Background: an optimization exercise with open tools, aiming at small area. Do not read the settings as production practice. The RTL was checked by simulation tests, not by an equivalence proof against the original design. No activity file was given, so power comes from the tool's default toggle rates.

==> module regs_uart, before the edit <==
module regs_uart (
    input  logic       clk,
    input  logic       rst,
    input  logic       wr_i,
    input  logic       rd_i,
    input  logic       rx_fifo_empty_i,
    input  logic       rx_oe,
    input  logic       rx_pe,
    input  logic       rx_fe,
    input  logic [7:0] rx_fifo_in,
    input  logic [2:0] addr_i,
    input  logic [7:0] din_i,
    output logic       tx_push_o,
    output logic       rx_pop_o,
    output logic       baud_out,
    output logic       baud_d,
    output logic       fifo_en,
    output logic [7:0] lcr,
    output logic [7:0] dout_o
);
    logic dlab;
    assign dlab = lcr[7];
    logic a0, a1, a2, a3, a5, a7;
    assign a0 = (addr_i == 3'd0);
    assign a1 = (addr_i == 3'd1);
    assign a2 = (addr_i == 3'd2);
    assign a3 = (addr_i == 3'd3);
    assign a5 = (addr_i == 3'd5);
    assign a7 = (addr_i == 3'd7);
    assign tx_push_o = wr_i & a0 & ~dlab;
    assign rx_pop_o  = rd_i & a0 & ~dlab;
    logic [7:0] rx_data;
    always_ff @(posedge clk) if (rx_pop_o | rst) rx_data <= rx_fifo_in;
    logic wr_dlsb, wr_dmsb;
    assign wr_dlsb = wr_i & a0 & dlab;
    assign wr_dmsb = wr_i & a1 & dlab;
    logic [7:0] din_r;       
    assign din_r = din_i & {8{~rst}};
    logic [7:0] dlsb, dmsb;
    always_ff @(posedge clk) if (wr_dlsb | rst) dlsb <= din_r;
    always_ff @(posedge clk) if (wr_dmsb | rst) dmsb <= din_r;
    logic dl_updated;
    always_ff @(posedge clk) dl_updated <= wr_dlsb | wr_dmsb;
    logic [15:0] baud_counter;
    logic        bc_zero;
    assign bc_zero = (baud_counter == 16'd0);
    always_ff @(posedge clk, posedge rst) begin
        if (rst)                         baud_counter <= '0;
        else if (dl_updated | bc_zero)   baud_counter <= {dmsb, dlsb};
        else                             baud_counter <= baud_counter - 16'd1;
    end
    always_ff @(posedge clk, posedge rst) begin
        if (rst) baud_out <= 1'b0;
        else     baud_out <= (|{dmsb, dlsb}) & bc_zero;
    end
    always_ff @(posedge clk) baud_d <= baud_out;
    always_ff @(posedge clk) if (wr_i & a2 | rst) fifo_en <= din_r[0];
    always_ff @(posedge clk) if (wr_i & a3 | rst) lcr <= din_r;
    logic [7:0] lcr_temp;
    always_ff @(posedge clk, posedge rst) begin
        if (rst)             lcr_temp <= '0;
        else if (rd_i & a3)  lcr_temp <= lcr;
    end
    logic lsr_dr, lsr_oe;
    always_ff @(posedge clk) begin
        lsr_dr <= ~rx_fifo_empty_i;
        lsr_oe <= rx_oe;
    end
    logic [4:0] lsr_temp;    
    always_ff @(posedge clk, posedge rst) begin
        if (rst)             lsr_temp <= '0;
        else if (rd_i & a5)  lsr_temp <= {1'b1, rx_fe, rx_pe, lsr_oe, lsr_dr};
    end
    logic [7:0] scr, scr_temp;
    always_ff @(posedge clk) if (wr_i & a7 | rst) scr <= din_r;
    always_ff @(posedge clk, posedge rst) begin
        if (rst)             scr_temp <= '0;
        else if (rd_i & a7)  scr_temp <= scr;
    end
    always_ff @(posedge clk, posedge rst) begin
        if (rst) dout_o <= '0;
        else case (addr_i)
            3'd0:    dout_o <= dlab ? dlsb : rx_data;
            3'd1:    dout_o <= dlab ? dmsb : 8'h00;
            3'd3:    dout_o <= lcr_temp;
            3'd5:    dout_o <= {1'b0, lsr_temp[4], lsr_temp[4], 1'b0, lsr_temp[3:0]};
            3'd7:    dout_o <= scr_temp;
            default: dout_o <= 8'h00;
        endcase
    end
endmodule
clock: 10.0 ns
lec_check: 0
cap_margin: 20
core_margin: 2
core_utilization: 40
cts_buf_list: sky130_fd_sc_hd__clkbuf_16
cts_cluster_diameter: 100
cts_cluster_size: 26
slew_margin: 20
run.sh (not shown) runs the stock make flow with config.mk's settings and CLKGATE_MAP_FILE= SYNTH_SCRIPT=/design/flow/synth_recipe.tcl, a recipe that flattens the netlist after the stock synthesis.
==> next run, changes <==
--- a/flow/design.v
+++ b/flow/design.v
@@ -28,38 +28,48 @@
     assign a3 = (addr_i == 3'd3);
     assign a5 = (addr_i == 3'd5);
     assign a7 = (addr_i == 3'd7);
     assign tx_push_o = wr_i & a0 & ~dlab;
     assign rx_pop_o  = rd_i & a0 & ~dlab;
     logic [7:0] rx_data;
-    always_ff @(posedge clk) if (rx_pop_o | rst) rx_data <= rx_fifo_in;
+    always_ff @(posedge clk, posedge rst) begin
+        if (rst)           rx_data <= '0;
+        else if (rx_pop_o) rx_data <= rx_fifo_in;
+    end
+    logic [7:0] dlsb, dmsb;
     logic wr_dlsb, wr_dmsb;
     assign wr_dlsb = wr_i & a0 & dlab;
     assign wr_dmsb = wr_i & a1 & dlab;
-    logic [7:0] din_r;       
-    assign din_r = din_i & {8{~rst}};
-    logic [7:0] dlsb, dmsb;
-    always_ff @(posedge clk) if (wr_dlsb | rst) dlsb <= din_r;
-    always_ff @(posedge clk) if (wr_dmsb | rst) dmsb <= din_r;
+    always_ff @(posedge clk, posedge rst) begin
+        if (rst)          dlsb <= '0;
+        else if (wr_dlsb) dlsb <= din_i;
+    end
+    always_ff @(posedge clk, posedge rst) begin
+        if (rst)          dmsb <= '0;
+        else if (wr_dmsb) dmsb <= din_i;
+    end
     logic dl_updated;
     always_ff @(posedge clk) dl_updated <= wr_dlsb | wr_dmsb;
     logic [15:0] baud_counter;
     logic        bc_zero;
     assign bc_zero = (baud_counter == 16'd0);
     always_ff @(posedge clk, posedge rst) begin
         if (rst)                         baud_counter <= '0;
         else if (dl_updated | bc_zero)   baud_counter <= {dmsb, dlsb};
         else                             baud_counter <= baud_counter - 16'd1;
     end
+    always_ff @(posedge clk) baud_out <= (|{dmsb, dlsb}) & bc_zero;
+    always_ff @(posedge clk) baud_d <= baud_out;
     always_ff @(posedge clk, posedge rst) begin
-        if (rst) baud_out <= 1'b0;
-        else     baud_out <= (|{dmsb, dlsb}) & bc_zero;
+        if (rst)              fifo_en <= 1'b0;
+        else if (wr_i & a2)   fifo_en <= din_i[0];
+    end
+    always_ff @(posedge clk, posedge rst) begin
+        if (rst)             lcr <= '0;
+        else if (wr_i & a3)  lcr <= din_i;
     end
-    always_ff @(posedge clk) baud_d <= baud_out;
-    always_ff @(posedge clk) if (wr_i & a2 | rst) fifo_en <= din_r[0];
-    always_ff @(posedge clk) if (wr_i & a3 | rst) lcr <= din_r;
     logic [7:0] lcr_temp;
     always_ff @(posedge clk, posedge rst) begin
         if (rst)             lcr_temp <= '0;
         else if (rd_i & a3)  lcr_temp <= lcr;
     end
     logic lsr_dr, lsr_oe;
@@ -70,13 +80,16 @@
     logic [4:0] lsr_temp;    
     always_ff @(posedge clk, posedge rst) begin
         if (rst)             lsr_temp <= '0;
         else if (rd_i & a5)  lsr_temp <= {1'b1, rx_fe, rx_pe, lsr_oe, lsr_dr};
     end
     logic [7:0] scr, scr_temp;
-    always_ff @(posedge clk) if (wr_i & a7 | rst) scr <= din_r;
+    always_ff @(posedge clk, posedge rst) begin
+        if (rst)             scr <= '0;
+        else if (wr_i & a7)  scr <= din_i;
+    end
     always_ff @(posedge clk, posedge rst) begin
         if (rst)             scr_temp <= '0;
         else if (rd_i & a7)  scr_temp <= scr;
     end
     always_ff @(posedge clk, posedge rst) begin
         if (rst) dout_o <= '0;
What happened: Via count grows by 1.8%. Power goes up by 16%. Core utilization went down by 0.30 points. Setup slack degrades by 0.049 ns. First-iteration DRC count went up by 3.9%. Clock skew grows by 0.030 ns. Register-to-register slack is better by 0.15 ns. Synthesized cell count increases by 2.4%. Wire length rose by 2.7%. Final area climbs by 1.1%. Hold slack gets better by 0.0038 ns. Sequential power increases by about 7%.

re-timing with driven ports:
No port has a modelled driver above. Below, the same layouts with a new extraction and two added sets of constraints. Step 1 sets driving cells, clkbuf_16 on the clock port and buf_2 on the other inputs (assumed; they add their load-dependent delay and slew). Step 2, shift: input delay + t, output delay - t, t = (earliest + latest rising clock arrival at the registers) / 2. This alone moves slack from input paths to output paths. a / b / c = ideal / step 1 / step 2; a / b = the first two.
| run | t, ns | setup WS [ns] | latest minus earliest clock arrival (ns) | worst slew at a driven data input, ns |
|---|---|---|---|---|
| the first run | 0.567 | 5.155 / 5.184 / 4.617 | 0.015 / 0.014 | 0.09 |
| the second run | 0.574 | 5.106 / 5.125 / 4.552 | 0.053 / 0.053 | 0.10 |
After both steps setup and hold are still met in every run listed. For the second run, which loses most, drivers alone change the setup slack by +0.019 ns; drivers and shift together by -0.554 ns.
